Source: an optimization exercise on an open RTL-to-GDS flow (aim: small area, a short achievable clock period and few clock cycles per item). Production flows keep margins and buffers that such runs may drop.
RTL that was checked went through simulation tests only; none was proved equivalent to the original.
Only the layout flow was run in runs 1 and 6; the RTL was not checked for function there.
Power and IR drop assume default switching activity.

==> design.v <==
module ALU #(
    parameter WIDTH = 32
)(
    input [WIDTH-1:0] num_1,
    input [WIDTH-1:0] num_2,
    input [WIDTH-1:0] sub_reg_input,
    input [3:0] opcode,
    input clk,
    output [WIDTH-1:0] result,
    output [WIDTH-1:0] sub_reg_result,
    output done,
    output [3:0] flag
);
    reg  [3:0] op_r;      
    reg        first_r;   
    reg        rdy_r;     
    reg  [3:0] cnt;
    reg        mul_r;     
    reg        div_r;     
    wire same = (opcode == op_r);
    assign done = rdy_r & same;
    wire s_add = (opcode == 4'd0);
    wire s_sub = (opcode == 4'd1);
    wire s_mul = (opcode == 4'd2);
    wire s_div = (opcode == 4'd3);
    wire s_neg = (opcode == 4'd4);
    wire s_and = (opcode == 4'd5);
    wire s_or  = (opcode == 4'd6);
    wire s_xor = (opcode == 4'd7);
    wire s_not = (opcode == 4'd8);
    wire s_idle = opcode[3] & (opcode[2:0] != 3'd0);
    reg [33:0] H;       
    reg [32:0] L;       
    reg [31:0] Yr;      
    reg        ovf_r;   
    reg        sz_r;    
    reg        neg_r;   
    reg        w_r;     
    always @(posedge clk) Yr <= opcode[0] ? num_2 : num_1;
    wire [35:0] ys = {{4{Yr[31]}}, Yr};
    wire        sz = sub_reg_input[31];
    wire        sd = num_2[31];
    wire [31:0] n_hi = sub_reg_input ^ {32{sz}};
    wire [31:0] n_lo = num_1 ^ {32{sz}};
    wire [35:0] a_s = {{4{num_1[31]}}, num_1};
    wire [35:0] b_s = {{4{num_2[31]}}, num_2};
    wire        st_inv = opcode[2] | (opcode[1] ? ~sd : opcode[0]);
    wire [35:0] st_x   = opcode[2] ? 36'd0 : (opcode[1] ? {4'b0, n_hi} : a_s);
    wire [35:0] st_y   = opcode[2] ? ~a_s : (b_s ^ {36{st_inv}});
    function [2:0] booth;   
        input b1, b0, bm;
        booth = {b1, (b1 & ~b0 & ~bm) | (~b1 & b0 & bm), b0 ^ bm};
    endfunction
    reg  [2:0]  bt0, bt1;    
    wire [35:0] y0 = ((bt0[0] ? ys : 36'd0) | (bt0[1] ? {ys[34:0], 1'b0} : 36'd0)) ^ {36{bt0[2]}};
    wire [35:0] y1 = ((bt1[0] ? {ys[33:0], 2'b0} : 36'd0) | (bt1[1] ? {ys[32:0], 3'b0} : 36'd0)) ^ {36{bt1[2]}};
    wire [35:0] hx = {{2{H[33]}}, H};
    wire [35:0] cs_s = hx ^ y0 ^ y1;
    wire [35:0] cs_c = {(hx[34:0] & y0[34:0]) | (hx[34:0] & y1[34:0]) | (y0[34:0] & y1[34:0]), bt1[2]};
    wire        dinv = ~Yr[31];               
    wire [35:0] P = {H, L[32], L[31]};        
    wire [35:0] dm1 = ys ^ {36{dinv}};                   
    wire [35:0] dm2 = {ys[34:0], 1'b0} ^ {36{dinv}};     
    wire [35:0] a1 = mul_r ? cs_s : P;
    wire [35:0] b1 = mul_r ? cs_c : dm1;
    wire        c1 = mul_r ? bt0[2] : dinv;
    wire [35:0] S1 = a1 + b1 + {35'd0, c1};
    wire [35:0] S2 = P + dm2 + {35'd0, dinv};
    wire [35:0] d3_s = P ^ dm1 ^ dm2;
    wire [35:0] d3_c = {(P[34:0] & dm1[34:0]) | (P[34:0] & dm2[34:0]) | (dm1[34:0] & dm2[34:0]), dinv};
    wire [35:0] a3 = first_r ? st_x : d3_s;
    wire [35:0] b3 = first_r ? st_y : d3_c;
    wire        c3 = first_r ? st_inv : dinv;
    wire [35:0] S3 = a3 + b3 + {35'd0, c3};
    wire e1 = &S1, e2 = &S2, e3 = &S3;
    wire        st_arith = s_add | s_sub | s_neg;
    wire [31:0] l_other = s_mul ? num_2 :
                          s_div ? n_lo :
                          s_and ? (num_1 & num_2) :
                          s_or  ? (num_1 | num_2) :
                          s_xor ? (num_1 ^ num_2) : ~num_1;
    wire g1 = ~S1[35], g2 = ~S2[35], g3 = ~S3[35];
    wire [33:0] r_new = g3 ? S3[33:0] : g2 ? S2[33:0] : g1 ? S1[33:0] : P[33:0];
    always @(posedge clk) begin
        op_r  <= opcode;
        mul_r <= s_mul;
        div_r <= s_div;
        if (s_idle) begin
            first_r <= 1'b1;
            rdy_r   <= 1'b0;
        end else if (first_r) begin
            first_r <= 1'b0;
            rdy_r   <= ~(s_mul | s_div) | (s_div & ~S3[32]);
            cnt     <= 4'd0;
        end else if (rdy_r | ~same) begin
            first_r <= 1'b1;
            rdy_r   <= 1'b0;
        end else begin
            cnt     <= cnt + 4'd1;
            rdy_r   <= mul_r ? (cnt == 4'd7) : (cnt == 4'd15);
        end
    end
    always @(posedge clk) begin
        if (first_r) begin
            H     <= s_div ? {2'b0, n_hi} : 34'd0;
            L[32:1] <= st_arith ? S3[31:0] : l_other;
            L[0]  <= 1'b0;
            bt0   <= booth(num_2[1], num_2[0], 1'b0);
            bt1   <= booth(num_2[3], num_2[2], num_2[1]);
            ovf_r <= (st_arith & (S3[32] ^ S3[31])) | (s_div & ~S3[32]);
            sz_r  <= s_div & sz;
            neg_r <= s_div & (sz ^ sd);
            w_r   <= s_div & sz & (&S3[32:0]);
        end else begin
            H     <= mul_r ? {{2{S1[35]}}, S1[35:4]} : r_new;
            L     <= mul_r ? {S1[3:0], L[32:5], L[0]} : {L[30:1], g2, g3 | (g1 & ~g2), L[0]};
            bt0   <= booth(L[6], L[5], L[4]);
            bt1   <= booth(L[8], L[7], L[6]);
            w_r   <= sz_r & (e1 | e2 | e3 | (w_r & L[32] & L[31]));
        end
    end
    wire [32:0] q = {1'b0, L[32:1] ^ {32{neg_r}}} + {32'd0, neg_r ^ w_r};
    wire l_nz = |L[32:1];
    wire lo_nz  = |L[31:1];
    wire lo_one = &L[31:1];
    wire range_ovf = L[32] & (neg_r ? (lo_nz | w_r) : 1'b1) | (~neg_r & w_r & lo_one);
    wire div_ovf = div_r & (ovf_r | range_ovf);
    assign result = div_ovf ? 32'd0 : q[31:0];
    assign sub_reg_result = (mul_r | (div_r & ~div_ovf & ~w_r)) ? (H[31:0] ^ {32{sz_r}}) : 32'd0;
    assign flag[3] = div_ovf | (~div_r & ovf_r);
    assign flag[2] = div_ovf | (~l_nz & ~w_r & (~mul_r | (H[31:0] == 32'd0)));
    assign flag[1] = ~div_ovf & (mul_r ? H[31] : q[31]);
    assign flag[0] = ~div_r & ovf_r;
endmodule
==> run.sh <==
#!/bin/bash
# synth_recipe.tcl (not shown) runs the flow's synth.tcl, then flattens the netlist and writes it again
# the make line also repeats each setting of config.mk as NAME=value (left out here)
make -C /OpenROAD-flow-scripts/flow DESIGN_CONFIG=/design/flow/config.mk WORK_HOME=/design/flow/orfs CLKGATE_MAP_FILE= SYNTH_SCRIPT=/design/flow/synth_recipe.tcl finish
==> config.mk <==
export PLATFORM = sky130hd
export DESIGN_NAME = ALU
export DESIGN_NICKNAME = ALU
export VERILOG_FILES = /design/flow/design.v
export SDC_FILE = /design/flow/constraint.sdc
export NUM_CORES = 4
export LEC_CHECK = 0
export CAP_MARGIN = 20
export CORE_MARGIN = 2
export CORE_UTILIZATION = 40
export PLACE_DENSITY = 0.6
export SETUP_SLACK_MARGIN = 5
export SLEW_MARGIN = 20
==> constraint.sdc <==
create_clock -name core_clock -period 11.0 [get_ports {clk}]
set_input_delay 2.2000 -clock core_clock [delete_from_list [all_inputs] [get_ports {clk}]]
set_output_delay 2.2000 -clock core_clock [all_outputs]
set_load 0.01 [all_outputs]
==> qor.log, run 1 <==
qor: power_and_ir_drop.powerDensity 270.2 nW/um^2
qor: logic_synthesis.synth.ff_latch_count 120
qor: worst_setup_path.timing.critical_path.to_type flop
qor: place.portBuffers 169
qor: finish.finish.utilization 50.03%
qor: worst_setup_path.cp_data_arrival_time 6.61 ns
qor: grt.grt_first_pass_wirelength 148.1 mm
qor: cts.cts.sink_count 120
qor: timing.fin_worst_hold_slack 0.5927 ns
qor: worst_setup_path.worst-setup-path-type in2reg
qor: worst_setup_path.critical_path.cell_chain clkbuf_8 > buf_12 > xnor2_1 > nand2_1 > o21ai_0 > o22ai_1 > ha_1 > a21oi_1 > o21ai_1 > nand3_1 > a21oi_2 > o31ai_4 > buf_6 > o21ai_4 > mux2i_2 > and2_4 > buf_12 > nor4_1 > a2111oi_1 > o2bb2ai_1
qor: route.remaining_drc_errors 0
qor: cts.clock_latency 0.46 ns
qor: power_and_ir_drop.power.total 0.007246 W
qor: route.average_routed_wire_per_standard_cell 26.88 um
qor: timing.tns 0 ns
qor: cts.cts_max_path_buffers 2
qor: power_and_ir_drop.irDropWorstVdd 271.0 uV
qor: place.dp_hpwl 76.77 mm
qor: timing.timing_max_transition_violations_final 0
qor: grt.globalRoute.totalOverflow 0
qor: timing.tightestPinTransition 1.028 ns
qor: cts.numCtsBuffers 17
qor: grt.grt.total_usage 34.94%
qor: floorplan.fp.coreArea 53600 sq um
qor: timing.post-route-period-util 56.84%
qor: logic_synthesis.synth-warning-count 1
qor: power_and_ir_drop.total_leakage_power 10.69 nW
qor: worst_setup_path.cpPeakStageDelay 0.57 ns
qor: worst_setup_path.worst-path-max-fanout 35
qor: floorplan.floorplan.rows 85
qor: grt.grt_start_max_net_pins 140
qor: place.dpl_cell_area 23770 sq um
qor: worst_setup_path.worst_ep_required_time 11.36 ns
qor: run_status.run_status complete, no violations
qor: worst_setup_path.critPathTopFamily compound AO/OA/AOI/OAI gates
qor: timing.period_minus_slack 6.253 ns
qor: floorplan.die_w 236.5 um
qor: job.max_cap_violations 0
qor: grt.grt_antenna_before_repair 4
qor: floorplan.initial_util 40.35%
qor: finish.areaGrowthSynthToFinish 23.99%
qor: logic_synthesis.synth_edf_count 7
qor: logic_synthesis.post_synth_instance_area 21630 sq um
qor: worst_setup_path.worst_path_max_delay_cell xnor2_1
qor: timing.finalHoldViolCount 0
qor: finish.post-route-cell-area 26810 sq um
qor: logic_synthesis.synth_sequential_area_ratio 11.43%
qor: worst_setup_path.worstSetupStartpointType input port
qor: finish.num-nets-final 3469
qor: floorplan.design.die.area 55940 sq um
qor: logic_synthesis.synth_ff_type dfxtp_1
qor: cts.cts_root_buf clkbuf_16
qor: grt.first_global_vias 22410
qor: floorplan.floorplan.io_pins 170
qor: logic_synthesis.netlist-cell-type-count 82
qor: timing.clk_skew 0.01286 ns
qor: route.vias 24630
qor: route.via_to_cell_ratio 6.414
qor: cts.worst_setup_hold_path_clk_slew 0.07 ns
qor: logic_synthesis.synth_cells 3044
qor: worst_setup_path.timing.critical_path.mode_cell buf_12
qor: floorplan.die_y 236.5 um
qor: route.routed_wirelength 103.2 mm
qor: route.pre_repair_dr_iteration_count 6
qor: timing.timing.slew.headroom 30.60%
qor: logic_synthesis.asyncSetResetFlopFracSynth 0%
qor: route.ant_nets 0
qor: timing.setup_viol 0
qor: logic_synthesis.synthesis.nets 3385
qor: cts.htree_num_levels 4
qor: worst_setup_path.cp_num_buf_inv 4
qor: worst_setup_path.r2r_slack 4.81 ns
qor: place.gp_routability_congestion 0.9725
qor: route.detailedRoute.firstIterationViolations 3494
qor: logic_synthesis.post_synth.cell_area_avg 7.104 sq um
qor: finish.final_layout_size_suffix_gt1_share 12.10%
qor: timing.setup_repair_after_global_routing_missed_its_margin true
qor: hold_path.timing.hold.worst.class reg2reg
qor: cts.tritoncts_clock_tree yes
qor: timing.max_freq 159.9 MHz
-- flip-flops by register name (all words and copies together) (netlist names) --
name and count:
first_r 1, neg_r 1, cnt 4, ovf_r 1, L 32, H 34
div_r 1, rdy_r 1, sz_r 1, w_r 1, mul_r 1, bt0 3
op_r 4, Yr 32, bt1 3
-- report_power, final --
group          switching [W]  internal [W]
combinational        0.00350       0.00226
clock               0.000272      0.000328
sequential          0.000337      0.000545
total                0.00411       0.00313
-- routing by layer --
metal	vias to the layer above	share of wire, %	track usage, %	wire length, um
li1	11020	-	-	-
met5	-	0.025	0	26
met4	4	3.7	10.66	3777
met1	11840	44	52.79	45880
met3	206	12	7.566	12170
met2	1561	40	48.65	41380
-- cell families (layout without fill, tap and decap cells) --
family	after synthesis	after routing	share of synthesized area [%]
AOI/OAI and AO/OA	987	987	29.46
xor gates and xnor gates	377	377	15.30
adders and majority gates	240	240	16.32
buffers and inverters	401	496	7.064
DFF	120	120	11.43
muxes	53	53	2.534
other	0	3	0
and+or+nand+nor	866	868	17.90
-- metrics by stage --
step                worst slack [ns]  instances
finish                         4.747       3840
global route                   4.636       3837
CTS                            4.877       3786
detailed placement             2.900       3705
global placement               2.982       3705
floorplan                      4.974       3044
-- cell usage after synthesis (31+ instances only) --
library cell / number / area (sq um)
xnor2_1: 298 / 2610
a22oi_1: 64 / 480.5
a21oi_1: 258 / 1291
mux2i_1: 39 / 390.4
nand4_1: 32 / 200.2
nand3_1: 44 / 220.2
xor2_1: 78 / 683.2
o22ai_1: 59 / 369.1
nor3_1: 31 / 155.2
buf_1: 35 / 131.4
clkbuf_1: 185 / 694.4
fa_1: 70 / 1401
nor2_1: 279 / 1047
inv_1: 161 / 604.3
ha_1: 170 / 2127
dfxtp_1: 113 / 2262
nand2_1: 329 / 1235
a21o_1: 53 / 397.9
o21ai_0: 221 / 1106
o211ai_1: 87 / 653.1
a211oi_1: 35 / 262.8
-- path summary, 6_finish.rpt --
check                                  startpoint      to  depth (start not counted)
worst max register to register             bt1[2]     w_r                         18
worst max-delay path            sub_reg_input[31]   H[20]                         20
worst min register to register             cnt[0]  cnt[0]                          1
worst min-delay path                       cnt[0]  cnt[0]                          1
-- cell usage in the layout (no fill, tap or decap), types with 25 or more instances in the layout --
cell type        instances
inv_1                  160
a222oi_1                29
dfxtp_1                108
nand4_1                 32
buf_4                   88
o211ai_1                87
nand2_1                321
ha_1                   165
o21ai_0                192
clkdlybuf4s50_1        154
a21o_1                  52
a21oi_1                238
xnor2_1                278
a22oi_1                 64
a211oi_1                31
fa_1                    68
mux2i_1                 37
o22ai_1                 57
o21ai_1                 27
nor2_1                 261
nand3_1                 42
nor2b_1                 26
xor2_1                  73
a31oi_1                 25
-- repair_timing --
action                                  in CTS  in global routing
pin swaps                                   38                106
endpoints found under the setup margin     132                 89
gates cloned                                10                  7
gates resized for setup                    102                183
hold buffers                                 0                  0
buffers inserted                            39                 44
-- cell type report --
type	instances	area, sq um
antenna	3	7.507
clock buffer	18	439.2
clock inverter	14	150.1
fill	5356	26790
inverter	163	618.1
multi-input combinational	2525	18940
sequential	120	2486
tap	696	870.8
timing repair buffer	301	3298
==> run 2, diff against run 1 <==
--- a/design.v
+++ b/design.v
@@ -45,8 +45,9 @@
     wire [35:0] a_s = {{4{num_1[31]}}, num_1};
     wire [35:0] b_s = {{4{num_2[31]}}, num_2};
     wire        st_inv = opcode[2] | (opcode[1] ? ~sd : opcode[0]);
-    wire [35:0] st_x   = opcode[2] ? 36'd0 : (opcode[1] ? {4'b0, n_hi} : a_s);
-    wire [35:0] st_y   = opcode[2] ? ~a_s : (b_s ^ {36{st_inv}});
+    wire [32:0] st_x   = opcode[2] ? 33'd0 : (opcode[1] ? {1'b0, n_hi} : a_s[32:0]);
+    wire [32:0] st_y   = opcode[2] ? ~a_s[32:0] : (b_s[32:0] ^ {33{st_inv}});
+    wire [32:0] S0     = st_x + st_y + {32'd0, st_inv};    
     function [2:0] booth;   
         input b1, b0, bm;
         booth = {b1, (b1 & ~b0 & ~bm) | (~b1 & b0 & bm), b0 ^ bm};
@@ -68,10 +69,7 @@
     wire [35:0] S2 = P + dm2 + {35'd0, dinv};
     wire [35:0] d3_s = P ^ dm1 ^ dm2;
     wire [35:0] d3_c = {(P[34:0] & dm1[34:0]) | (P[34:0] & dm2[34:0]) | (dm1[34:0] & dm2[34:0]), dinv};
-    wire [35:0] a3 = first_r ? st_x : d3_s;
-    wire [35:0] b3 = first_r ? st_y : d3_c;
-    wire        c3 = first_r ? st_inv : dinv;
-    wire [35:0] S3 = a3 + b3 + {35'd0, c3};
+    wire [35:0] S3 = d3_s + d3_c + {35'd0, dinv};
     wire e1 = &S1, e2 = &S2, e3 = &S3;
     wire        st_arith = s_add | s_sub | s_neg;
     wire [31:0] l_other = s_mul ? num_2 :
@@ -90,7 +88,7 @@
             rdy_r   <= 1'b0;
         end else if (first_r) begin
             first_r <= 1'b0;
-            rdy_r   <= ~(s_mul | s_div) | (s_div & ~S3[32]);
+            rdy_r   <= ~(s_mul | s_div) | (s_div & ~S0[32]);
             cnt     <= 4'd0;
         end else if (rdy_r | ~same) begin
             first_r <= 1'b1;
@@ -103,14 +101,14 @@
     always @(posedge clk) begin
         if (first_r) begin
             H     <= s_div ? {2'b0, n_hi} : 34'd0;
-            L[32:1] <= st_arith ? S3[31:0] : l_other;
+            L[32:1] <= st_arith ? S0[31:0] : l_other;
             L[0]  <= 1'b0;
             bt0   <= booth(num_2[1], num_2[0], 1'b0);
             bt1   <= booth(num_2[3], num_2[2], num_2[1]);
-            ovf_r <= (st_arith & (S3[32] ^ S3[31])) | (s_div & ~S3[32]);
+            ovf_r <= (st_arith & (S0[32] ^ S0[31])) | (s_div & ~S0[32]);
             sz_r  <= s_div & sz;
             neg_r <= s_div & (sz ^ sd);
-            w_r   <= s_div & sz & (&S3[32:0]);
+            w_r   <= s_div & sz & (&S0);
         end else begin
             H     <= mul_r ? {{2{S1[35]}}, S1[35:4]} : r_new;
             L     <= mul_r ? {S1[3:0], L[32:5], L[0]} : {L[30:1], g2, g3 | (g1 & ~g2), L[0]};
--- a/config.mk
+++ b/config.mk
@@ -7,7 +7,7 @@
 export LEC_CHECK = 0
 export CAP_MARGIN = 20
 export CORE_MARGIN = 2
-export CORE_UTILIZATION = 40
-export PLACE_DENSITY = 0.6
+export CORE_UTILIZATION = 60
+export PLACE_DENSITY = 0.75
 export SETUP_SLACK_MARGIN = 5
 export SLEW_MARGIN = 20
==> run 2 against run 1 <==
Net effect: register-to-register slack improved by 0.34 ns; synthesized area increased by 7.9%; non-clock buffer count decreased by 74; count of clock-buffer cells in the layout decreased by 1; sequential power decreased by 9.3%; first-iteration DRC count decreased by 3.7%; largest power group unchanged.
==> qor.log, run 2 <==
qor: finish.areaGrowthSynthToFinish 12.53%
qor: route.via_to_cell_ratio 6.830
qor: power_and_ir_drop.cell_internal_pwr 0.002673 W
qor: floorplan.floorplan.rows 72
qor: logic_synthesis.synth_top_cell_by_area xnor2_1
qor: cts.cts_root_buf clkbuf_16
qor: logic_synthesis.synth.ff_latch_count 120
qor: place.dp_hpwl 71.31 mm
qor: logic_synthesis.synthTopCellsByArea xnor2_1, ha_1, dfxtp_1, a21oi_1, fa_1
qor: timing.tns 0 ns
qor: hold_path.timing.hold.worst.class reg2reg
qor: power_and_ir_drop.power.switching 0.003494 W
qor: worst_setup_path.cpPeakStageDelay 0.54 ns
qor: power_and_ir_drop.total_leakage_power 10.48 nW
qor: route.average_routed_wire_per_standard_cell 24.48 um
qor: cts.clock_latency 0.45 ns
qor: logic_synthesis.synth.cells.most_frequent nor2_1, nand2_1, xnor2_1
qor: floorplan.initial_util 60.55%
qor: grt.grt_antenna_before_repair 4
qor: worst_setup_path.critPathLaunch neg_r
qor: worst_setup_path.critPathTopFamily simple AND/OR/NAND/NOR gates
qor: place.dpl_cell_area 25040 sq um
qor: logic_synthesis.synthesis.nets 3667
qor: logic_synthesis.synth_ff_type dfxtp_1
qor: timing.clk_skew 0.01892 ns
qor: finish.mostFrequentLayoutCells nor2_1, nand2_1, xnor2_1
qor: logic_synthesis.synth_cells 3296
qor: floorplan.die_y 201.3 um
qor: cts.cts.sink_count 120
qor: power_and_ir_drop.swShare 56.66%
qor: timing.timing_max_transition_violations_final 0
qor: logic_synthesis.post_synth_instance_area 23340 sq um
qor: floorplan.design.die.area 40500 sq um
qor: logic_synthesis.synth-warning-count 1
qor: timing.timing.final.ws_setup 5.099 ns
qor: finish.largest_registers H (34), L (32), Yr (32)
qor: finish.fill_cells 3412
qor: grt.first_global_vias 24630
qor: finish.final_layout_size_suffix_gt1_share 5.790%
qor: place.dp.cells 3779
qor: grt.globalRoute.totalOverflow 0
qor: floorplan.die_w 201.3 um
qor: worst_setup_path.worst_path_max_delay_cell clkdlybuf4s50_1
qor: worst_setup_path.timing.critical_path.to_type output port
qor: worst_setup_path.worst-path-max-fanout 9
qor: timing.finalHoldViolCount 0
qor: cts.htree_num_levels 4
qor: place.post-place-ws 3.256 ns
qor: place.gp_routability_congestion 1.088
qor: power_and_ir_drop.power_frac_comb 77.8%
qor: worst_setup_path.critical_path.cell_chain buf_12 > buf_4 > and4b_1 > a22o_1 > nand2_2 > nor3_4 > nand2b_4 > nor2_4 > nand3_1 > mux2_2 > nand2_1 > xnor2_1 > nor2_1 > clkdlybuf4s50_1
qor: finish.finish.utilization 68.13%
qor: finish.finish.cell_count_without_fillers 3836
qor: finish.num-nets-final 3674
qor: power_and_ir_drop.powerDensity 234.8 nW/um^2
qor: grt.grt_start_max_net_pins 85
qor: logic_synthesis.yosysTopAreaCellShare 11.63%
qor: finish.largest_reg_flops 34
qor: finish.area_taken_by_multi_input_logic_gates 19710 sq um
qor: route.vias 26200
qor: cts.tritoncts_clock_tree yes
qor: route.routed_wirelength 93.92 mm
qor: place.portBuffers 169
qor: timing.timing.slew.headroom 39.26%
qor: timing.post-route-period-util 53.64%
qor: job.max_cap_violations 0
qor: route.detailedRoute.firstIterationViolations 3364
qor: timing.setup_repair_after_global_routing_missed_its_margin true
qor: cts.worst_setup_hold_path_clk_slew 0.06 ns
qor: worst_setup_path.cp_num_buf_inv 3
qor: route.remaining_drc_errors 0
qor: logic_synthesis.synth_sequential_area_ratio 10.59%
qor: worst_setup_path.worst_ep_required_time 8.80 ns
qor: logic_synthesis.post_synth.cell_area_avg 7.083 sq um
qor: cts.cts_max_path_buffers 2
qor: grt.grt_first_pass_wirelength 142.8 mm
qor: run_status.run_status complete, no violations
qor: power_and_ir_drop.pwr-share-seq 13.0%
qor: cts.numCtsBuffers 17
qor: worst_setup_path.cp_data_arrival_time 3.70 ns
qor: floorplan.floorplan.io_pins 170
qor: worst_setup_path.worstSetupStartpointType flop
qor: worst_setup_path.worst-setup-path-type reg2out
qor: logic_synthesis.asyncSetResetFlopFracSynth 0%
qor: grt.grt.total_usage 44.80%
qor: floorplan.fp.coreArea 38560 sq um
qor: route.ant_nets 0
qor: route.pre_repair_dr_iteration_count 7
qor: cts.holdBufCountCts 0
qor: timing.period_minus_slack 5.901 ns
qor: timing.tightestPinTransition 0.9046 ns
qor: hold_path.hold_start cnt[0]
qor: finish.registers.top_by_ff_count H
qor: timing.max_freq 169.5 MHz
qor: power_and_ir_drop.irDropWorstVdd 109.7 uV
qor: power_and_ir_drop.pwr-share-clk 9.2%
qor: finish.seq_cell_area 2482 sq um
qor: worst_setup_path.r2r_start bt0[2]
qor: logic_synthesis.netlist-cell-type-count 93
qor: timing.setup_viol 0
qor: logic_synthesis.synth.most_common_cell nor2_1
qor: finish.post-route-cell-area 26270 sq um
qor: logic_synthesis.synth_edf_count 7
qor: finish.layout.cells.most_common nor2_1
run 2: cell types whose count changed after synthesis, moves of 16 or more:
| cell | previous run | this run |
|---|---|---|
| a211oi_1 | 35 | 185 |
| a21oi_1 | 258 | 290 |
| a222oi_1 | 29 | 2 |
| ha_1 | 170 | 199 |
| inv_1 | 161 | 131 |
| nand4_1 | 32 | 48 |
| nor2_1 | 279 | 346 |
| nor3_1 | 31 | 51 |
| o211ai_1 | 87 | 45 |
| o22ai_1 | 59 | 13 |
run 2: layout make-up:
class / instances / area share (%)
Multi-Input combinational cell: 2803 / 75.02
Tap cell: 518 / 2.467
Sequential cell: 120 / 9.450
Timing Repair Buffer: 227 / 8.964
Clock buffer: 17 / 1.619
Inverter: 134 / 1.939
Antenna cell: 2 / 0.01905
Clock inverter: 15 / 0.5239
run 2: cell families after synthesis:
logic type	after synthesis	share of synthesized area [%]
flip-flops	120	10.59
AO/OA/AOI/OAI	1064	29.24
multiplexers	59	2.610
buffers and inverters	373	6.094
XOR/XNOR	398	14.93
adder cells (fa/ha/maj)	270	16.75
AND/OR/NAND/NOR	1012	19.78
run 2: layer usage:
metal / global-route usage, % / vias up / part of all wire [%]
met2: 72.70 / 1806 / 45
met4: 25.08 / 0 / 6.7
met5: 0 / - / 0
met3: 8.325 / 373 / 12
li1: - / 11820 / -
met1: 56.05 / 12200 / 37
run 2: path summary, 6_finish.rpt:
path,slack (ns),to,cells past startpoint
hold reg to reg,0.61,cnt[0],1
hold / removal,0.61,cnt[0],1
setup reg to reg,5.15,w_r,17
setup / recovery,5.10,result[31],14
run 2: metrics by stage:
step                      power (W)  hold WS (ns)
after floorplan            0.004015        0.4919
after global placement     0.005235        0.5732
after detailed placement   0.005325        0.6085
after CTS                  0.005925        0.6198
after global routing       0.006564        0.6365
final                      0.006167        0.6122
run 2: timing repair:
action,in CTS,in global routing
resized for setup,54,47
cloned,3,3
pin swaps,9,13
hold endpoints to repair,0,0
setup endpoints to repair,63,56
setup buffers,7,10
run 2: power by group through the flow:
stage                     clock network, W  logic [W]  registers (W)
after floorplan                          0    0.00337       0.000642
after global placement                   0    0.00445       0.000788
after detailed placement                 0    0.00453       0.000791
after CTS                         0.000558    0.00459       0.000782
after global routing              0.000581    0.00517       0.000810
final                             0.000568    0.00480       0.000800
Testbench counts of run 2, summed over its fixed seeds: cycles 159,008, ops 24,000.
==> run 3, diff against run 2 <==
--- a/config.mk
+++ b/config.mk
@@ -7,7 +7,7 @@
 export LEC_CHECK = 0
 export CAP_MARGIN = 20
 export CORE_MARGIN = 2
-export CORE_UTILIZATION = 60
-export PLACE_DENSITY = 0.75
+export CORE_UTILIZATION = 40
+export PLACE_DENSITY = 0.6
 export SETUP_SLACK_MARGIN = 5
 export SLEW_MARGIN = 20
==> run 3 against run 2 <==
Net effect: combinational power fell by 1%; final cell count rose by 6.3%; critical path depth rose by 1; clock power fell by 2%; sequential power fell by 0.5%; hold slack got worse by 0.025 ns; synthesized cell count did not move; critical endpoint is now result[22]; largest cell class unchanged; largest power group unchanged.
==> qor.log, run 3 <==
qor: run_status.run_status complete, no violations
qor: route.via_to_cell_ratio 6.061
qor: cts.cts_max_path_buffers 2
qor: place.gp_routability_congestion 1.008
qor: finish.area_taken_by_multi_input_logic_gates 19600 sq um
qor: cts.cts.sink_count 120
qor: cts.htree_num_levels 4
qor: cts.numCtsBuffers 17
qor: route.routed_wirelength 92.06 mm
qor: power_and_ir_drop.swShare 56.33%
qor: timing.fin_worst_hold_slack 0.5870 ns
qor: grt.grt_start_max_net_pins 79
qor: logic_synthesis.synth_cells 3296
qor: worst_setup_path.timing.critical_path.to_type output port
qor: power_and_ir_drop.power_frac_comb 77.8%
qor: logic_synthesis.synthesis.nets 3667
qor: timing.period_minus_slack 5.969 ns
qor: logic_synthesis.synth_ff_type dfxtp_1
qor: power_and_ir_drop.power.total 0.006090 W
qor: floorplan.floorplan.io_pins 170
qor: timing.post-route-period-util 54.27%
qor: floorplan.floorplan.rows 88
qor: route.detailedRoute.firstIterationViolations 2555
qor: grt.grt.total_usage 29.72%
qor: logic_synthesis.synth_sequential_area_ratio 10.59%
qor: route.vias 24710
qor: logic_synthesis.netlist-cell-type-count 93
qor: finish.fill_cells 6052
qor: cts.holdBufCountCts 0
qor: power_and_ir_drop.pwr-share-clk 9.2%
qor: timing.tightestPinTransition 1.100 ns
qor: timing.finalHoldViolCount 0
qor: cts.cts_root_buf clkbuf_16
qor: worst_setup_path.cpPeakStageDelay 0.56 ns
qor: worst_setup_path.critical_path.cell_chain buf_12 > clkinvlp_4 > ha_1 > inv_1 > ha_4 > ha_4 > inv_1 > or4b_4 > nor3_4 > buf_4 > nor2_1 > a21oi_1 > xor2_1 > nor2_1 > clkdlybuf4s50_1
qor: floorplan.die_y 245.6 um
qor: power_and_ir_drop.total_leakage_power 10.35 nW
qor: timing.setup_viol 0
qor: timing.max_freq 167.5 MHz
qor: finish.post-route-cell-area 26340 sq um
qor: logic_synthesis.post_synth_instance_area 23340 sq um
qor: worst_setup_path.worst_ep_required_time 8.80 ns
qor: route.remaining_drc_errors 0
qor: cts.worst_setup_hold_path_clk_slew 0.06 ns
qor: logic_synthesis.synth.cells.most_frequent nor2_1, nand2_1, xnor2_1
qor: floorplan.design.die.area 60310 sq um
qor: grt.globalRoute.totalOverflow 0
qor: worst_setup_path.worst-path-max-fanout 15
qor: worst_setup_path.worst_path_max_delay_cell clkdlybuf4s50_1
qor: finish.largest_reg_flops 34
qor: cts.clock_latency 0.45 ns
qor: route.pre_repair_dr_iteration_count 6
qor: route.average_routed_wire_per_standard_cell 22.58 um
qor: power_and_ir_drop.power.switching 0.003430 W
qor: finish.layout.cells.most_common nor2_1
qor: timing.tns 0 ns
qor: finish.seq_cell_area 2482 sq um
qor: logic_synthesis.post_synth.cell_area_avg 7.083 sq um
qor: worst_setup_path.cp_data_arrival_time 3.77 ns
qor: place.dpl_cell_area 25380 sq um
qor: power_and_ir_drop.powerDensity 231.2 nW/um^2
qor: grt.first_global_vias 22500
qor: floorplan.die_w 245.6 um
qor: timing.timing_max_transition_violations_final 0
qor: route.ant_nets 0
qor: power_and_ir_drop.irDropWorstVdd 180.5 uV
qor: place.portBuffers 169
qor: logic_synthesis.yosysTopAreaCellShare 11.63%
qor: logic_synthesis.synth.most_common_cell nor2_1
qor: floorplan.initial_util 40.46%
qor: logic_synthesis.synthTopCellsByArea xnor2_1, ha_1, dfxtp_1, a21oi_1, fa_1
qor: cts.tritoncts_clock_tree yes
qor: timing.timing.slew.headroom 26.68%
qor: worst_setup_path.critPathTopFamily buffers and inverters
qor: finish.largest_registers H (34), L (32), Yr (32)
qor: logic_synthesis.synth.ff_latch_count 120
qor: power_and_ir_drop.cell_internal_pwr 0.002659 W
qor: timing.setup_repair_after_global_routing_missed_its_margin true
qor: timing.clk_skew 0.008231 ns
qor: finish.final_layout_size_suffix_gt1_share 5.104%
qor: worst_setup_path.worstSetupStartpointType flop
qor: finish.registers.top_by_ff_count H
qor: hold_path.timing.hold.worst.class reg2reg
qor: finish.num-nets-final 3669
qor: worst_setup_path.cp_num_buf_inv 6
qor: logic_synthesis.synth-warning-count 1
qor: power_and_ir_drop.pwr-share-seq 13.1%
qor: place.dp_hpwl 72.23 mm
qor: logic_synthesis.asyncSetResetFlopFracSynth 0%
qor: grt.grt_antenna_before_repair 2
qor: logic_synthesis.synth_top_cell_by_area xnor2_1
qor: job.max_cap_violations 0
qor: logic_synthesis.synth_edf_count 7
qor: finish.mostFrequentLayoutCells nor2_1, nand2_1, xnor2_1
qor: grt.grt_first_pass_wirelength 138.4 mm
qor: worst_setup_path.worst-setup-path-type reg2out
qor: finish.areaGrowthSynthToFinish 12.85%
qor: floorplan.fp.coreArea 57700 sq um
## run 3: cell counts after synthesis
Identical to the previous run, type by type.
## run 3: final cells by class
| type | instances | area share [%] |
|---|---|---|
| Clock buffer | 18 | 1.629 |
| Inverter | 134 | 1.933 |
| Tap cell | 765 | 3.633 |
| Timing Repair Buffer | 222 | 8.440 |
| Clock inverter | 14 | 0.5319 |
| Multi-Input combinational cell | 2803 | 74.40 |
| Antenna cell | 1 | 0.009499 |
| Sequential cell | 120 | 9.423 |
## run 3: timing repair
item                                    CTS  global route
endpoints found under the setup margin   51            15
pin swaps                                 9             5
cloned                                    4             0
setup buffers                            10             2
resized for setup                        35            25
## run 3: power groups by stage
stage          Sequential [W]  Combinational, W  Clock, W
5_1_grt              0.000810           0.00515  0.000581
4_1_cts              0.000789           0.00462  0.000566
3_5_place_dp         0.000798           0.00457         0
2_1_floorplan        0.000642           0.00337         0
3_3_place_gp         0.000799           0.00458         0
6_report             0.000796           0.00474  0.000559
## run 3: cells by family (layout without fill, tap and decap cells)
kind of cell,count (synthesis),count (layout),synth area share (%)
DFF,120,120,10.59
xor gates and xnor gates,398,398,14.93
other,0,1,0
AOI/OAI and AO/OA,1064,1064,29.24
adders and majority gates,270,270,16.75
muxes,59,59,2.610
and+or+nand+nor,1012,1012,19.78
buffers and inverters,373,388,6.094
## run 3: worst paths after layout
kind         depth (start not counted)  startpoint  slack, ns          to
max                                 15       neg_r       5.03  result[22]
min reg2reg                          1      cnt[0]       0.59      cnt[0]
min                                  1      cnt[0]       0.59      cnt[0]
max reg2reg                         15      Yr[31]       5.19         w_r
## run 3: stage by stage
stage / util, % / std cells / setup slack (ns)
2_1_floorplan: - / 3296 / 4.937
3_3_place_gp: 43.98 / 4028 / 3.293
3_5_place_dp: 43.98 / 4028 / 3.239
4_1_cts: 45.55 / 4074 / 5.002
5_1_grt: 45.66 / 4076 / 4.853
6_report: 45.66 / 4077 / 5.031
## run 3: routing by layer
layer	track usage (%)	routed length [um]	part of all wire (%)
met5	0	0	0
met4	10.80	3396	3.7
met3	3.514	6531	7.1
met2	47.17	41080	45
met1	41.22	41050	45
==> run 4, diff against run 3 <==
==> flow/run.sh (new file) <==
#!/bin/bash
# The standard layout (the standard.sh: ORFS synth .. finish), with the
# ports buffered by buf_2 cells instead of the delay cells buffer_ports picks.
# Clock period and constraints unchanged.
set -euo pipefail
bash standard.sh finish "BUFFER_PORTS_ARGS=-buffer_cell sky130_fd_sc_hd__buf_2" > standard.log 2>&1
==> standard.sh (new file) <==
#!/bin/bash
# synth_recipe.tcl (not shown) runs the flow's synth.tcl, then flattens the netlist and writes it again
# the make line also repeats each setting of config.mk as NAME=value (left out here)
make -C /OpenROAD-flow-scripts/flow DESIGN_CONFIG=/design/flow/config.mk WORK_HOME=/design/flow/orfs CLKGATE_MAP_FILE= SYNTH_SCRIPT=/design/flow/synth_recipe.tcl "${@:-finish}"
removed: run.sh
==> run 4 against run 3 <==
Net effect: worst setup slack got worse by 0.11 ns; critical path depth unchanged; final area decreased by 3.1%; sequential power about the same; fmax decreased by 1.9%; die area unchanged; final cell count about the same; flip-flop and latch count unchanged; synthesized cell count unchanged; hold slack about the same; critical endpoint is now w_r; largest cell class unchanged.
==> qor.log, run 4 <==
qor: timing.period_minus_slack 6.082 ns
qor: worst_setup_path.worst_path_max_delay_cell xnor2_1
qor: power_and_ir_drop.powerDensity 238.6 nW/um^2
qor: finish.finish.cell_count_without_fillers 4079
qor: hold_path.hold_start cnt[0]
qor: logic_synthesis.synth.ff_latch_count 120
qor: power_and_ir_drop.total_leakage_power 10.37 nW
qor: route.remaining_drc_errors 0
qor: logic_synthesis.synth_ff_type dfxtp_1
qor: grt.grt.total_usage 30.43%
qor: place.portBuffers 169
qor: floorplan.floorplan.io_pins 170
qor: route.average_routed_wire_per_standard_cell 22.90 um
qor: worst_setup_path.worst_ep_required_time 11.41 ns
qor: logic_synthesis.synth_edf_count 7
qor: timing.tns 0 ns
qor: cts.clock_latency 0.47 ns
qor: grt.globalRoute.totalOverflow 0
qor: floorplan.initial_util 40.46%
qor: timing.tightestPinTransition 1.101 ns
qor: logic_synthesis.synthesis.nets 3667
qor: floorplan.fp.coreArea 57700 sq um
qor: logic_synthesis.synth_sequential_area_ratio 10.59%
qor: cts.tritoncts_clock_tree yes
qor: worst_setup_path.timing.critical_path.mode_cell nand4_1
qor: worst_setup_path.critical_path.cell_chain buf_4 > xnor2_1 > fa_1 > ha_1 > o211ai_1 > o21ai_0 > nand4_1 > a21o_1 > a211oi_1 > nand4_1 > nor4_1 > nand4_1 > nor4_1 > a211oi_1 > nand2_1
qor: floorplan.floorplan.rows 88
qor: logic_synthesis.synth.most_common_cell nor2_1
qor: timing.setup_repair_after_global_routing_missed_its_margin true
qor: run_status.run_status complete, no violations
qor: logic_synthesis.synth_top_cell_by_area xnor2_1
qor: grt.grt_antenna_before_repair 2
qor: timing.setup_viol 0
qor: cts.cts.sink_count 120
qor: cts.cts_max_path_buffers 2
qor: grt.first_global_vias 22990
qor: worst_setup_path.cp_data_arrival_time 6.49 ns
qor: route.detailedRoute.firstIterationViolations 2897
qor: timing.timing_max_transition_violations_final 0
qor: route.vias 24780
qor: floorplan.design.die.area 60310 sq um
qor: route.routed_wirelength 93.42 mm
qor: timing.max_freq 164.4 MHz
qor: cts.holdBufCountCts 0
qor: worst_setup_path.r2r_start Yr[31]
qor: finish.largest_reg_flops 34
qor: finish.area_taken_by_multi_input_logic_gates 19610 sq um
qor: finish.final_layout_size_suffix_gt1_share 10.23%
qor: cts.numCtsBuffers 17
qor: place.dp.cells 4024
qor: power_and_ir_drop.irDropWorstVdd 134.9 uV
qor: timing.timing.slew.headroom 26.49%
qor: finish.seq_cell_area 2482 sq um
qor: floorplan.die_y 245.6 um
qor: logic_synthesis.asyncSetResetFlopFracSynth 0%
qor: logic_synthesis.synth_cells 3296
qor: cts.cts_root_buf clkbuf_16
qor: place.gp_routability_congestion 1.012
qor: worst_setup_path.worst-path-max-fanout 40
qor: worst_setup_path.worstSetupStartpointType flop
qor: route.ant_nets 0
qor: cts.worst_setup_hold_path_clk_slew 0.07 ns
qor: hold_path.timing.hold.worst.class reg2reg
qor: logic_synthesis.netlist-cell-type-count 93
qor: worst_setup_path.worst-setup-path-type reg2reg
qor: finish.finish.utilization 44.24%
qor: grt.grt_start_max_net_pins 101
qor: logic_synthesis.yosysTopAreaCellShare 11.63%
qor: logic_synthesis.post_synth.cell_area_avg 7.083 sq um
qor: timing.post-route-period-util 55.29%
qor: cts.htree_num_levels 4
qor: job.max_cap_violations 0
qor: logic_synthesis.post_synth_instance_area 23340 sq um
qor: logic_synthesis.synth-warning-count 1
qor: finish.registers.top_by_ff_count H
qor: finish.layout.cells.most_common nor2_1
qor: route.pre_repair_dr_iteration_count 6
qor: finish.fill_cells 6159
qor: finish.largest_registers H (34), L (32), Yr (32)
qor: place.dp_hpwl 73.48 mm
qor: logic_synthesis.synth.cells.most_frequent nor2_1, nand2_1, xnor2_1
qor: timing.finalHoldViolCount 0
qor: timing.clk_skew 0.01640 ns
qor: grt.grt_first_pass_wirelength 141.7 mm
qor: worst_setup_path.cpPeakStageDelay 0.72 ns
qor: floorplan.die_w 245.6 um
qor: finish.mostFrequentLayoutCells nor2_1, nand2_1, xnor2_1
qor: route.via_to_cell_ratio 6.075
qor: finish.diodes 0
qor: timing.fin_worst_hold_slack 0.5871 ns
qor: finish.num-nets-final 3672
qor: worst_setup_path.timing.critical_path.to_type flop
qor: logic_synthesis.synthTopCellsByArea xnor2_1, ha_1, dfxtp_1, a21oi_1, fa_1
qor: worst_setup_path.critPathLaunch Yr[31]
qor: finish.areaGrowthSynthToFinish 9.331%
[run 4: cell families (layout without fill, tap and decap cells)]
logic type,after synthesis,count (layout),share of synthesized area [%]
compound gates,1064,1064,29.24
xor+xnor,398,398,14.93
fa+ha+maj,270,270,16.75
buf+inv,373,390,6.094
flops,120,120,10.59
mux,59,59,2.610
simple gates,1012,1013,19.78
[run 4: repair_timing]
| action | in CTS | in global routing |
|---|---|---|
| buffers inserted | 6 | 14 |
| resized for setup | 21 | 35 |
| cloned | 3 | 0 |
| endpoints found under the setup margin | 42 | 27 |
| pin swaps | 3 | 10 |
[run 4: routing by layer]
metal	routed length [um]	GRT usage, %	vias up
li1	-	-	11810
met1	41390	42.58	11740
met2	40920	47.16	1071
met3	7495	4.322	152
met4	3614	11.30	0
met5	0	0	-
[run 4: area by class of cell]
class,instances,area share [%]
Clock buffer,18,1.681
Clock inverter,14,0.5441
Inverter,134,2.005
Multi-Input combinational cell,2804,76.81
Sequential cell,120,9.726
Tap cell,765,3.750
Timing Repair Buffer,224,5.481
[run 4: worst max-delay path, delay by kind of cell (launching register included)]
| family | cells | cell delay (ns) |
|---|---|---|
| buffers and inverters | 1 | 0.32 |
| xor gates and xnor gates | 1 | 0.72 |
| adders and majority gates | 2 | 0.95 |
| and+or+nand+nor | 6 | 1.78 |
| DFF | 1 | 0.31 |
| AOI/OAI and AO/OA | 5 | 1.90 |
[run 4: power by group]
part | leakage, nW | switching (W) | internal, W
Combinational | 9.08 | 0.00298 | 0.00174
Sequential | 1.02 | 0.000259 | 0.000535
Clock | 0.271 | 0.000259 | 0.000316
[run 4: worst paths after layout]
check	to	cells after the start	slack, ns
worst min-delay path	cnt[0]	1	0.59
worst max-delay path	w_r	15	4.92
worst min register to register	cnt[0]	1	0.59
worst max register to register	w_r	15	4.92
[run 4: metrics by stage]
step	setup slack, ns	cell area (sq um)	total power, W
2_1_floorplan	4.937	23360	0.004015
3_3_place_gp	3.502	24520	0.005346
3_5_place_dp	3.352	24520	0.005327
4_1_cts	4.990	25290	0.005937
5_1_grt	4.944	25520	0.006525
6_report	4.918	25520	0.006089
==> run 5, diff against run 4 <==
==> flow/run.sh (replaced) <==
#!/bin/bash
# The standard layout (the standard.sh: ORFS synth .. finish), with the
# ports buffered by buf_2 cells instead of the delay cells buffer_ports picks.
# Setup repair aims 5.6 ns below the period. Clock period and constraints unchanged.
set -euo pipefail
bash standard.sh finish "BUFFER_PORTS_ARGS=-buffer_cell sky130_fd_sc_hd__buf_2" SETUP_SLACK_MARGIN=5.6 > standard.log 2>&1
==> run 5 against run 4 <==
Net effect: combinational power grew 2%; highest routed layer is now met5; largest power group unchanged; register-to-register slack improved by 0.40 ns; first-iteration DRC count decreased by 13%; sequential share of layout area shrank 0.49 points; critical path type is now reg2out; critical path depth down 2; synthesized area unchanged; count of clock-buffer cells in the layout down 1; fmax grew 6.6%; utilization rose by 2.4 points; power is 1.3% higher; hold slack better by 0.0046 ns; die area is the same; largest cell class unchanged.
==> qor.log, run 5 <==
qor: run_status.run_status complete, no violations
qor: logic_synthesis.xor_xnor_share_of_the_synthesized_area 14.93%
qor: logic_synthesis.synthesis.nets 3667
qor: finish.largest_registers H (34), L (32), Yr (32)
qor: logic_synthesis.yosysTopAreaCellShare 11.63%
qor: timing.setup_repair_after_global_routing_missed_its_margin true
qor: logic_synthesis.synth_compound_gate_area_share 29.24%
qor: timing.timing_max_transition_violations_final 0
qor: cts.cts_max_path_buffers 2
qor: logic_synthesis.synth.most_common_cell nor2_1
qor: cts.tritoncts_clock_tree yes
qor: power_and_ir_drop.power_frac_comb 77.8%
qor: route.remaining_drc_errors 0
qor: worst_setup_path.timing.critical_path.mode_cell or4b_4
qor: power_and_ir_drop.pwr-share-clk 9.3%
qor: power_and_ir_drop.cell_internal_pwr 0.002669 W
qor: place.dp_hpwl 72.32 mm
qor: logic_synthesis.asyncSetResetFlopFracSynth 0%
qor: cts.clock_latency 0.46 ns
qor: grt.grt_first_pass_wirelength 140.2 mm
qor: timing.clk_skew 0.01097 ns
qor: logic_synthesis.synthTopCellsByArea xnor2_1, ha_1, dfxtp_1, a21oi_1, fa_1
qor: logic_synthesis.synth.ff_latch_count 120
qor: hold_path.timing.hold.worst.class reg2reg
qor: place.dp.cells 4033
qor: logic_synthesis.synth_top_cell_by_area xnor2_1
qor: cts.worst_setup_hold_path_clk_slew 0.06 ns
qor: logic_synthesis.post_synth.cell_area_avg 7.083 sq um
qor: floorplan.die_y 245.6 um
qor: route.pre_repair_dr_iteration_count 6
qor: route.vias 25100
qor: logic_synthesis.synth-adder-area-share 16.75%
qor: worst_setup_path.cp_data_arrival_time 3.51 ns
qor: floorplan.design.die.area 60310 sq um
qor: grt.grt_antenna_before_repair 5
qor: route.highest-signal-layer met5
qor: power_and_ir_drop.swShare 56.73%
qor: timing.post-route-period-util 51.87%
qor: timing.tightestPinTransition 0.9587 ns
qor: cts.htree_num_levels 4
qor: logic_synthesis.synth-warning-count 1
qor: timing.period_minus_slack 5.705 ns
qor: cts.cts_root_buf clkbuf_16
qor: floorplan.die_w 245.6 um
qor: power_and_ir_drop.powerDensity 229.4 nW/um^2
qor: power_and_ir_drop.total_leakage_power 11.07 nW
qor: timing.setup_viol 0
qor: logic_synthesis.synth_edf_count 7
qor: worst_setup_path.cp_num_buf_inv 2
qor: route.detailedRoute.firstIterationViolations 2518
qor: worst_setup_path.critPathTopFamily simple AND/OR/NAND/NOR gates
qor: worst_setup_path.worstSetupStartpointType flop
qor: logic_synthesis.yosys.area_share.simple 19.78%
qor: grt.first_global_vias 22880
qor: finish.areaGrowthSynthToFinish 15.16%
qor: logic_synthesis.synth_ff_type dfxtp_1
qor: job.max_cap_violations 0
qor: finish.finish.cell_count_without_fillers 4146
qor: power_and_ir_drop.pwr-share-seq 12.9%
qor: floorplan.fp.coreArea 57700 sq um
qor: timing.finalHoldViolCount 0
qor: finish.layout.cells.most_common nor2_1
qor: route.met2_length 41.68 mm
qor: power_and_ir_drop.irDropWorstVdd 148.8 uV
qor: worst_setup_path.worst_ep_required_time 8.80 ns
qor: power_and_ir_drop.power.switching 0.003498 W
qor: worst_setup_path.cpPeakStageDelay 0.55 ns
qor: route.met1Wirelength 41.43 mm
qor: finish.largest_reg_flops 34
qor: floorplan.floorplan.io_pins 170
qor: timing.max_freq 175.3 MHz
qor: route.met3_length 7.318 mm
qor: grt.globalRoute.totalOverflow 0
qor: route.ant_nets 0
qor: route.via_to_cell_ratio 6.054
qor: finish.final_layout_size_suffix_gt1_share 14.06%
qor: finish.mostFrequentLayoutCells nor2_1, nand2_1, xnor2_1
qor: worst_setup_path.worst-setup-path-type reg2out
qor: cts.numCtsBuffers 17
qor: floorplan.floorplan.rows 88
qor: worst_setup_path.critical_path.cell_chain buf_12 > or4b_4 > o32ai_4 > o21ai_2 > or4b_4 > nor3_4 > a21boi_4 > and2_4 > a21o_1 > a22oi_2 > xnor2_1 > nor2_1 > buf_2
qor: route.average_routed_wire_per_standard_cell 22.72 um
qor: worst_setup_path.worst_path_max_delay_cell or4b_4
qor: worst_setup_path.timing.critical_path.to_type output port
qor: place.portBuffers 169
qor: logic_synthesis.synth_sequential_area_ratio 10.59%
qor: logic_synthesis.synth_top_family_by_area compound AO/OA/AOI/OAI gates
qor: timing.tns 0 ns
qor: logic_synthesis.synth.area.mux_share 2.610%
qor: logic_synthesis.synth_cells 3296
qor: grt.grt.total_usage 30.19%
qor: finish.num-nets-final 3737
qor: timing.timing.slew.headroom 35.63%
qor: cts.cts.sink_count 120
qor: route.routed_wirelength 94.22 mm
qor: logic_synthesis.synth.cells.most_frequent nor2_1, nand2_1, xnor2_1
qor: logic_synthesis.post_synth_instance_area 23340 sq um
qor: logic_synthesis.netlist-cell-type-count 93
qor: floorplan.initial_util 40.46%
qor: place.gp_routability_congestion 0.9888
qor: worst_setup_path.worst-path-max-fanout 5
qor: grt.grt_start_max_net_pins 98
qor: finish.registers.top_by_ff_count H
-- run 5: cell counts after synthesis --
Identical to the previous run, type by type.
-- run 5: layout make-up --
class	count	area, sq um
fillers	5962	30810
multi-input cells	2803	20070
flip-flops and latches	120	2482
repair buffers	290	2277
well taps	765	957.2
inverters	134	511.7
clock buffers	17	425.4
clock inverters	15	155.1
diodes	2	5.005
-- run 5: logic make-up after synthesis --
kind of cell    count (synthesis)
compound gates               1064
xor+xnor                      398
fa+ha+maj                     270
buf+inv                       373
flops                         120
mux                            59
simple gates                 1012
-- run 5: power by group through the flow --
stage,clock [W],combinational (W),sequential [W]
3_5_place_dp,0,0.00451,0.000797
2_1_floorplan,0,0.00339,0.000642
4_1_cts,0.000577,0.00463,0.000791
5_1_grt,0.000593,0.00518,0.000811
6_report,0.000576,0.00480,0.000796
3_3_place_gp,0,0.00452,0.000797
-- run 5: stage by stage --
step	total power (W)	setup WS [ns]	utilization, %	hold slack (ns)	cell area [sq um]
2_1_floorplan	0.004028	5.512	-	0.4919	23520
3_3_place_gp	0.005322	4.405	42.70	0.5816	24640
3_5_place_dp	0.005305	4.140	42.70	0.5775	24640
4_1_cts	0.005996	5.289	45.71	0.5881	26370
5_1_grt	0.006580	5.161	46.60	0.6271	26880
6_report	0.006167	5.295	46.60	0.5916	26880
-- run 5: worst paths after layout --
check          from    endpoint  slack (ns)  cells after the start
max           neg_r  result[30]        5.29                     13
min          cnt[0]      cnt[0]        0.59                      1
max reg2reg  Yr[31]         w_r        5.32                     15
min reg2reg  cnt[0]      cnt[0]        0.59                      1
-- run 5: timing repair --
action | in CTS | in global routing
endpoints found under the setup margin | 121 | 85
gates cloned | 10 | 0
gates resized for setup | 97 | 71
hold buffers | 0 | 0
pin swaps | 37 | 34
buffers inserted | 45 | 24
-- run 5: per-layer routing --
metal	up-vias	track usage [%]
li1	11950	-
met1	11950	41.62
met2	1033	47.47
met3	155	3.852
met4	4	12.14
met5	-	0
==> run 6, diff against run 5 <==
--- a/design.v
+++ b/design.v
@@ -32,11 +32,15 @@
     reg [33:0] H;       
     reg [32:0] L;       
     reg [31:0] Yr;      
+    reg        dinv;    
     reg        ovf_r;   
     reg        sz_r;    
     reg        neg_r;   
     reg        w_r;     
-    always @(posedge clk) Yr <= opcode[0] ? num_2 : num_1;
+    always @(posedge clk) begin
+        Yr   <= opcode[0] ? (num_2 ^ {32{~num_2[31]}}) : num_1;
+        dinv <= ~num_2[31];
+    end
     wire [35:0] ys = {{4{Yr[31]}}, Yr};
     wire        sz = sub_reg_input[31];
     wire        sd = num_2[31];
@@ -58,10 +62,9 @@
     wire [35:0] hx = {{2{H[33]}}, H};
     wire [35:0] cs_s = hx ^ y0 ^ y1;
     wire [35:0] cs_c = {(hx[34:0] & y0[34:0]) | (hx[34:0] & y1[34:0]) | (y0[34:0] & y1[34:0]), bt1[2]};
-    wire        dinv = ~Yr[31];               
     wire [35:0] P = {H, L[32], L[31]};        
-    wire [35:0] dm1 = ys ^ {36{dinv}};                   
-    wire [35:0] dm2 = {ys[34:0], 1'b0} ^ {36{dinv}};     
+    wire [35:0] dm1 = ys;                     
+    wire [35:0] dm2 = {ys[34:0], dinv};       
     wire [35:0] a1 = mul_r ? cs_s : P;
     wire [35:0] b1 = mul_r ? cs_c : dm1;
     wire        c1 = mul_r ? bt0[2] : dinv;
==> run.sh (new file) <==
#!/bin/bash
# synth_recipe.tcl (not shown) runs the flow's synth.tcl, then flattens the netlist and writes it again
# the make line also repeats each setting of config.mk as NAME=value (left out here)
make -C /OpenROAD-flow-scripts/flow DESIGN_CONFIG=/design/flow/config.mk WORK_HOME=/design/flow/orfs CLKGATE_MAP_FILE= SYNTH_SCRIPT=/design/flow/synth_recipe.tcl finish
removed: flow/run.sh
removed: standard.sh
==> run 6 against run 5 <==
Net effect: synthesized cell count about the same; critical endpoint is now result[24]; still clean on timing, DRC and antenna; routed wire length is 2.9% higher; clock power shrank 5.2%; critical path depth did not move.
==> qor.log, run 6 <==
qor: cts.clock_latency 0.46 ns
qor: finish.post-route-cell-area 26900 sq um
qor: logic_synthesis.asyncSetResetFlopFracSynth 0%
qor: grt.grt_antenna_before_repair 5
qor: logic_synthesis.synth_cells 3297
qor: floorplan.die_w 248.3 um
qor: cts.cts_root_buf clkbuf_16
qor: route.vias 25380
qor: logic_synthesis.yosysTopAreaCellShare 10.80%
qor: cts.numCtsBuffers 17
qor: finish.finish.utilization 45.58%
qor: timing.clk_skew 0.01525 ns
qor: finish.areaGrowthSynthToFinish 12.69%
qor: logic_synthesis.synth_top_cell_by_area ha_1
qor: finish.area_taken_by_multi_input_logic_gates 20050 sq um
qor: grt.globalRoute.totalOverflow 0
qor: logic_synthesis.synth_edf_count 7
qor: finish.fill_cells 6049
qor: timing.timing_max_transition_violations_final 0
qor: worst_setup_path.timing.critical_path.to_type output port
qor: route.detailedRoute.firstIterationViolations 2466
qor: finish.num-nets-final 3675
qor: route.average_routed_wire_per_standard_cell 23.75 um
qor: floorplan.die_y 248.3 um
qor: logic_synthesis.netlist-cell-type-count 100
qor: route.via_to_cell_ratio 6.219
qor: logic_synthesis.post_synth_instance_area 23870 sq um
qor: worst_setup_path.worst-path-max-fanout 14
qor: place.dpl_cell_area 25830 sq um
qor: place.dp_hpwl 75.76 mm
qor: job.max_cap_violations 0
qor: power_and_ir_drop.irDropWorstVdd 134.0 uV
qor: logic_synthesis.synth_ff_type dfxtp_1
qor: grt.grt_first_pass_wirelength 144.5 mm
qor: place.gp_routability_congestion 1.015
qor: place.portBuffers 169
qor: finish.seq_cell_area 2502 sq um
qor: logic_synthesis.synth-warning-count 1
qor: logic_synthesis.synth_sequential_area_ratio 10.44%
qor: run_status.run_status complete, no violations
qor: cts.cts_max_path_buffers 2
qor: grt.grt_start_max_net_pins 77
qor: floorplan.floorplan.io_pins 170
qor: timing.tns 0 ns
qor: floorplan.design.die.area 61650 sq um
qor: route.remaining_drc_errors 0
qor: logic_synthesis.post_synth.cell_area_avg 7.241 sq um
qor: timing.post-route-period-util 53.05%
qor: finish.largest_registers H (34), L (32), Yr (32)
qor: finish.registers.top_by_ff_count H
qor: hold_path.timing.hold.worst.class reg2reg
qor: logic_synthesis.synth.cells.most_frequent nor2_1, a21oi_1, xnor2_1
qor: grt.first_global_vias 23130
qor: route.ant_nets 0
qor: finish.final_layout_size_suffix_gt1_share 6.953%
qor: timing.fin_worst_hold_slack 0.5542 ns
qor: timing.tightestPinTransition 1.280 ns
qor: timing.finalHoldViolCount 0
qor: logic_synthesis.synthesis.nets 3677
qor: worst_setup_path.cp_data_arrival_time 3.64 ns
qor: timing.max_freq 171.4 MHz
qor: worst_setup_path.worstSetupStartpointType flop
qor: worst_setup_path.worst_ep_required_time 8.80 ns
qor: cts.holdBufCountCts 0
qor: logic_synthesis.synth.most_common_cell nor2_1
qor: cts.htree_num_levels 4
qor: logic_synthesis.synth.ff_latch_count 121
qor: power_and_ir_drop.power.total 0.005997 W
qor: power_and_ir_drop.total_leakage_power 10.35 nW
qor: grt.grt.total_usage 30.76%
qor: finish.mostFrequentLayoutCells nor2_1, a21oi_1, xnor2_1
qor: cts.tritoncts_clock_tree yes
qor: logic_synthesis.synthTopCellsByArea ha_1, xnor2_1, dfxtp_1, a211oi_1, fa_1
qor: floorplan.initial_util 40.45%
qor: finish.largest_reg_flops 34
qor: timing.setup_repair_after_global_routing_missed_its_margin false
qor: timing.setup_viol 0
qor: floorplan.floorplan.rows 89
qor: timing.period_minus_slack 5.835 ns
qor: finish.layout.cells.most_common nor2_1
qor: worst_setup_path.worst-setup-path-type reg2out
qor: floorplan.fp.coreArea 59020 sq um
qor: cts.cts.sink_count 121
qor: timing.timing.slew.headroom 13.45%
qor: route.routed_wirelength 96.97 mm
qor: power_and_ir_drop.powerDensity 222.9 nW/um^2
qor: cts.worst_setup_hold_path_clk_slew 0.07 ns
qor: route.pre_repair_dr_iteration_count 6
run 6: layout make-up:
| class | count | share of cell area, % |
|---|---|---|
| Sequential cell | 121 | 9.302 |
| Timing Repair Buffer | 228 | 8.469 |
| Multi-Input combinational cell | 2787 | 74.54 |
| Clock buffer | 19 | 1.646 |
| Inverter | 140 | 1.977 |
| Tap cell | 773 | 3.595 |
| Antenna cell | 1 | 0.009302 |
| Clock inverter | 13 | 0.4604 |
run 6: report_power, final:
group          switching (W)  internal (W)  leakage [nW]
combinational        0.00285       0.00176          9.05
sequential          0.000296      0.000540          1.03
clock               0.000229      0.000317         0.270
total                0.00338       0.00262          10.4
run 6: repair_timing:
action                     CTS  global route
setup buffers               10             9
hold endpoints to repair     0             0
setup endpoints to repair   68            38
pin swaps                    3             5
gates cloned                 1             3
gates resized for setup     37            27
run 6: worst paths after layout:
kind	from	to	slack (ns)	cells past startpoint
min	rdy_r	rdy_r	0.55	3
max reg2reg	bt0[0]	w_r	5.25	17
max	neg_r	result[24]	5.16	13
min reg2reg	rdy_r	rdy_r	0.55	3
run 6: stage by stage:
step | worst slack [ns] | cells
global placement | 4.155 | 4025
global route | 4.985 | 4081
CTS | 4.981 | 4069
finish | 5.165 | 4082
floorplan | 5.031 | 3297
detailed placement | 4.087 | 4026
run 6: layer usage:
| metal | global-route usage [%] | routed length [um] | vias up |
|---|---|---|---|
| met1 | 42.03 | 41450 | 12030 |
| met5 | 0 | 20 | - |
| li1 | - | - | 11990 |
| met4 | 13.59 | 4698 | 4 |
| met2 | 48.15 | 43070 | 1167 |
| met3 | 4.148 | 7734 | 193 |
run 6: logic make-up (layout without fill, tap and decap cells):
| kind of cell | Yosys count | after routing | synth area share, % |
|---|---|---|---|
| other cells | 0 | 1 | 0 |
| fa+ha+maj | 279 | 279 | 16.92 |
| compound gates | 1093 | 1093 | 30.45 |
| simple gates | 978 | 979 | 18.98 |
| xor+xnor | 354 | 354 | 13.08 |
| buf+inv | 390 | 400 | 6.447 |
| mux | 82 | 82 | 3.679 |
| flops | 121 | 121 | 10.44 |
run 6: critical path: stages, from the launching register on:
cell,delay (ns)
edfxtp_1,0.40
buf_12,0.16
clkinvlp_4,0.11
ha_1,0.31
inv_1,0.06
ha_2,0.23
ha_4,0.18
o211ai_1,0.13
or2_4,0.32
a211oi_4,0.27
mux2i_1,0.24
xor2_1,0.09
nor2_1,0.12
clkdlybuf4s50_1,0.55

static timing again, ports no longer ideal:
In the flow no input, the clock included, has a driving cell. The finished layouts below were timed again as built, in two steps. Step 1 assumes that a clkbuf_16 drives the clock port and a buf_2 every other input. Step 2 adds t to the input delays and takes it off the output delays; t is the mean of the earliest and latest rising clock arrival at the registers after step 1. Input paths then give back, and output paths get back, about the clock's delay inside the block. Slacks: ideal / step 1 / step 2; pairs: ideal / step 1.
run	t, ns	setup WS [ns]	worst setup path after step 2
run 1	0.506	4.747 / 4.680 / 4.174	input to register
run 2	0.495	5.099 / 5.032 / 4.537	input to register
run 3	0.506	5.031 / 4.974 / 4.550	input to register
run 4	0.520	4.918 / 4.918 / 4.700	input to register
run 5	0.514	5.295 / 5.237 / 4.925	input to register
run 6	0.506	5.165 / 5.107 / 4.713	input to register
After both steps setup and hold are still met in every run listed. For run 1, which loses most, drivers alone change the setup slack by -0.067 ns; drivers and shift together by -0.573 ns.
